What follows belongs to an exercise in optimizing a design on an open flow for small area and a short achievable clock period; a production flow would make more cautious choices.
The RTL was checked by simulation tests, not by an equivalence proof against the original design.
The clock input has no modelled driver; a real chip could not lean on it and would need a root buffer or a full tree.
No activity file was given, so power comes from the tool's default toggle rates.

Setup of run A:
==> flow/design.v (excerpt) <==
module mini_cnn (
    input         clk,
    input         reset,
    input  [7:0]  pxl_in,
    input  [7:0]  k00, k01, k02,
    input  [7:0]  k10, k11, k12,
    input  [7:0]  k20, k21, k22,
    input  [15:0] w0, w1, w2, w3,
    input  [15:0] bias,
    output [15:0] pool_out,
    output [15:0] fc_out,
    output reg    out_valid
);
    reg [4:0] ph;       
    reg       full;     
    always @(posedge clk or posedge reset) begin
        if (reset) begin
            ph <= 5'd24;
            full <= 1'b0;
            out_valid <= 1'b0;
        end else begin
            ph <= (ph == 5'd24) ? 5'd0 : ph + 5'd1;
            if (ph == 5'd23) full <= 1'b1;
            out_valid <= full & ((ph == 5'd1) | (ph == 5'd13));
        end
    end
    reg [5:0] tsel;    
    reg [2:0] bsel;    
    always @(*) begin
        case (ph)
            5'd0: begin tsel = 6'b010000; bsel = 3'b001; end
            5'd1: begin tsel = 6'b010000; bsel = 3'b010; end
            5'd2: begin tsel = 6'b010000; bsel = 3'b100; end
            5'd3: begin tsel = 6'b010000; bsel = 3'b001; end
            5'd4: begin tsel = 6'b010000; bsel = 3'b010; end
            5'd5: begin tsel = 6'b010000; bsel = 3'b100; end
            5'd6: begin tsel = 6'b100000; bsel = 3'b001; end
            5'd7: begin tsel = 6'b100000; bsel = 3'b010; end
            5'd8: begin tsel = 6'b100000; bsel = 3'b100; end
            5'd9: begin tsel = 6'b000000; bsel = 3'b000; end
            5'd10: begin tsel = 6'b000001; bsel = 3'b001; end
            5'd11: begin tsel = 6'b000001; bsel = 3'b010; end
            5'd12: begin tsel = 6'b000001; bsel = 3'b100; end
            5'd13: begin tsel = 6'b000010; bsel = 3'b001; end
  ...
Size: about 340 flip-flops, about 18,000 sq um of cells after synthesis.
Settings: LEC_CHECK=0, CAP_MARGIN=50, CORE_MARGIN=2, CORE_UTILIZATION=65, CTS_BUF_LIST=sky130_fd_sc_hd__clkbuf_4 sky130_fd_sc_hd__clkbuf_8, SLEW_MARGIN=70, SYNTH_HIERARCHICAL=1, SYNTH_MINIMUM_KEEP_SIZE=0; clock period 13.0 ns.
standard.sh (not shown) runs the stock make flow with config.mk's settings and CLKGATE_MAP_FILE= SYNTH_SCRIPT=/design/flow/synth_recipe.tcl, a recipe that flattens the netlist after the stock synthesis.
==> flow/flow/run.sh <==
#!/bin/bash
# Standard ORFS layout, except that the port buffers are the smallest buffer
# (buf_1) instead of the resizer's default choice.
set -uo pipefail
bash standard.sh synth > synth.log 2>&1 || exit 1
bash standard.sh "BUFFER_PORTS_ARGS=-buffer_cell sky130_fd_sc_hd__buf_1" finish > layout.log 2>&1 || exit 1
Run A: no failed stages, no open violations at the end
Input changes introduced in run B (baseline for comparison: run A):
==> flow/run.sh (new file) <==
#!/bin/bash
# synth_recipe.tcl (not shown) runs the flow's synth.tcl, then flattens the netlist and writes it again
# the make line also repeats each setting of config.mk as NAME=value (left out here)
make -C /OpenROAD-flow-scripts/flow DESIGN_CONFIG=/design/flow/config.mk WORK_HOME=/design/flow/orfs CLKGATE_MAP_FILE= SYNTH_SCRIPT=/design/flow/synth_recipe.tcl finish
removed: flow/flow/run.sh
removed: flow/standard.sh
==> summary.txt <==
- Compared with run A, non-clock buffer count in run B increased slightly.
- Between run A and run B, worst setup margin decreased.
- On clock buffer count from CTS: between run B and run A, it ends up lower for run B.
- Run B — clock skew 4.3 ps lower, run A as reference
- The run with more routed wire is run B, not run A.
- Run B vs run A — final standard cell area without fillers climbed by a few percent
- Looking at count of filler cells inserted in the layout, run B sits below run A.
## Diff of input files: run C against run B
Settings: ABC_CLOCK_PERIOD_IN_PS now 3000, previously not set.
==> summary.txt <==
Diff run B -> run C: met2 wire length did not really move; via count did not really move; number of enable-type register cells in the synthesized netlist did not really move; die extent in x did not really move. Run B -> run C: largest driver fanout on the critical path flat. On clock power, run B and run C are basically level.
diff inputs: run C => run D
Settings: SLEW_MARGIN now 20, was 70; ABC_CLOCK_PERIOD_IN_PS no longer set, was 3000; CAP_MARGIN now 20, was 50; CORE_UTILIZATION now 40, was 65; CTS_BUF_LIST no longer set, was sky130_fd_sc_hd__clkbuf_4 sky130_fd_sc_hd__clkbuf_8.
[summary]
Relative to run C, the placer's final routability congestion estimate of run D is lower by 0.059.
Run C → run D: final setup slack of the worst path shrank by 550 ps; share of power burned in combinational logic shrank by 1.1 points.

Another version of the RTL of mini_cnn (not shown whole).
Size in the first run: ~1,800 cells after synthesis, ~200 I/O pins, about 0.018 mm2 of cells after synthesis.
## mini_cnn
module mini_cnn (
    input         clk,
    input         reset,
    input  [7:0]  pxl_in,
    input  [7:0]  k00, k01, k02,
    input  [7:0]  k10, k11, k12,
    input  [7:0]  k20, k21, k22,
    input  [15:0] w0, w1, w2, w3,
    input  [15:0] bias,
    output [15:0] pool_out,
    output [15:0] fc_out,
    output reg    out_valid
);
export LEC_CHECK = 0
export CAP_MARGIN = 50
export CORE_MARGIN = 2
export CORE_UTILIZATION = 65
export CTS_BUF_LIST = sky130_fd_sc_hd__clkbuf_8 sky130_fd_sc_hd__clkbuf_16
export CTS_CLUSTER_DIAMETER = 60
export CTS_CLUSTER_SIZE = 30
export SLEW_MARGIN = 70
export SYNTH_HIERARCHICAL = 1
export SYNTH_MINIMUM_KEEP_SIZE = 0
create_clock -name core_clock -period 13.0 [get_ports {clk}]
==> flow/flow/run.sh <==
#!/bin/bash
# The standard ORFS layout with these changes:
#  - port buffers are the smallest buffer (buf_1),
#  - clock tree synthesis with clkbuf_8 buffers, clusters of at most 16 sinks,
#    and without dummy loads,
#  - after clock tree synthesis the tree's root buffer is removed, so the clock
#    port drives the tree's first-level buffers directly (flow/noroot.tcl), and
#    if there are two of them, each is split in two, so that the port drives
#    four buffers, each driving the nearer half of the leaf buffers; these
#    first-level buffers are then clkbuf_16 (flow/split.tcl),
#  - the multiplier operand flops get drive strength 2 (flow/upsize.tcl),
#  - the output port buffers get drive strength 2 (flow/outbuf.tcl),
#  - the fast adders' majority gates are maj3_1 (flow/downsize.tcl).
# Each tool's output goes to its own log here.
set -uo pipefail
bash standard.sh synth > synth.log 2>&1 || exit 1
CTS="-sink_clustering_enable -repair_clock_nets -sink_clustering_size 16 -sink_clustering_max_diameter 60"
CTS="$CTS -buf_list {sky130_fd_sc_hd__clkbuf_8} -dont_use_dummy_load"
bash standard.sh "BUFFER_PORTS_ARGS=-buffer_cell sky130_fd_sc_hd__buf_1" \
  "CTS_ARGS=$CTS" "POST_CTS_TCL=$PWD/flow/post_cts.tcl" finish > layout.log 2>&1 || exit 1
==> flow/flow/downsize.tcl <==
# The fast adders' majority gates were modelled (gen/gen.py) as maj3_1; synthesis
# maps the one-gate module to maj3_2. Use maj3_1.
set n 0
foreach inst [[ord::get_db_block] getInsts] {
  if {[[$inst getMaster] getName] eq "sky130_fd_sc_hd__maj3_2"} {
    replace_cell [get_cells [$inst getName]] sky130_fd_sc_hd__maj3_1
    incr n
  }
}
puts "downsize: $n maj3_2 to maj3_1"
if {$n > 0} { detailed_placement; estimate_parasitics -placement }
Other scripts of this flow, unchanged in this note and not shown: flow/flow/noroot.tcl, flow/flow/outbuf.tcl, flow/flow/post_cts.tcl, flow/flow/split.tcl, flow/flow/upsize.tcl
The first run ran to the end with no violations.
Change:
==> flow/flow/downsize.tcl (replaced) <==
# The fast adders' majority gates were modelled (gen/gen.py) as maj3_1; synthesis
# maps the one-gate module to maj3_2. Use maj3_1.
set n 0
foreach c [get_cells -quiet -hierarchical *] {
  if {[get_property [get_lib_cells -of_objects $c] name] eq "sky130_fd_sc_hd__maj3_2"} {
    replace_cell $c sky130_fd_sc_hd__maj3_1
    incr n
  }
}
puts "downsize: $n maj3_2 to maj3_1"
if {$n > 0} { detailed_placement; estimate_parasitics -placement }
Result:
- The new run failed in 4_1_cts (STA-2201)
- area after synthesis does not change
- synthesized cell count stays the same

## afterwards: timing with drivers on the ports
No port has a modelled driver above. Below, the same layouts with a new extraction and two added sets of constraints. Step 1 sets driving cells, clkbuf_16 on the clock port and buf_2 on the other inputs (assumed; they add their load-dependent delay and slew). Step 2 adds t to the input delays and takes it off the output delays; t is the mean of the earliest and latest rising clock arrival at the registers after step 1. Input paths then give back, and output paths get back, about the clock's delay inside the block. a / b / c = ideal ports / drivers / drivers and shift; a / b = the first two.
run	shift t [ns]	slack for setup (ns)	worst setup path after step 2	worst register clock-pin slew, ns
run A	0.637	8.589 / 8.589 / 8.589	register to register	0.07 / 0.07
run B	0.663	8.522 / 8.522 / 8.522	register to register	0.08 / 0.08
run C	0.663	8.522 / 8.522 / 8.522	register to register	0.08 / 0.08
run D	0.617	7.975 / 7.975 / 7.975	register to register	0.06 / 0.06
the first run of note 2	0.404	9.439 / 9.346 / 9.407	input to register	0.10 / 0.10
After both steps setup and hold are still met in every run listed. For the first run of note 2, which loses most, drivers alone change the setup slack by -0.093 ns; drivers and shift together by -0.032 ns.
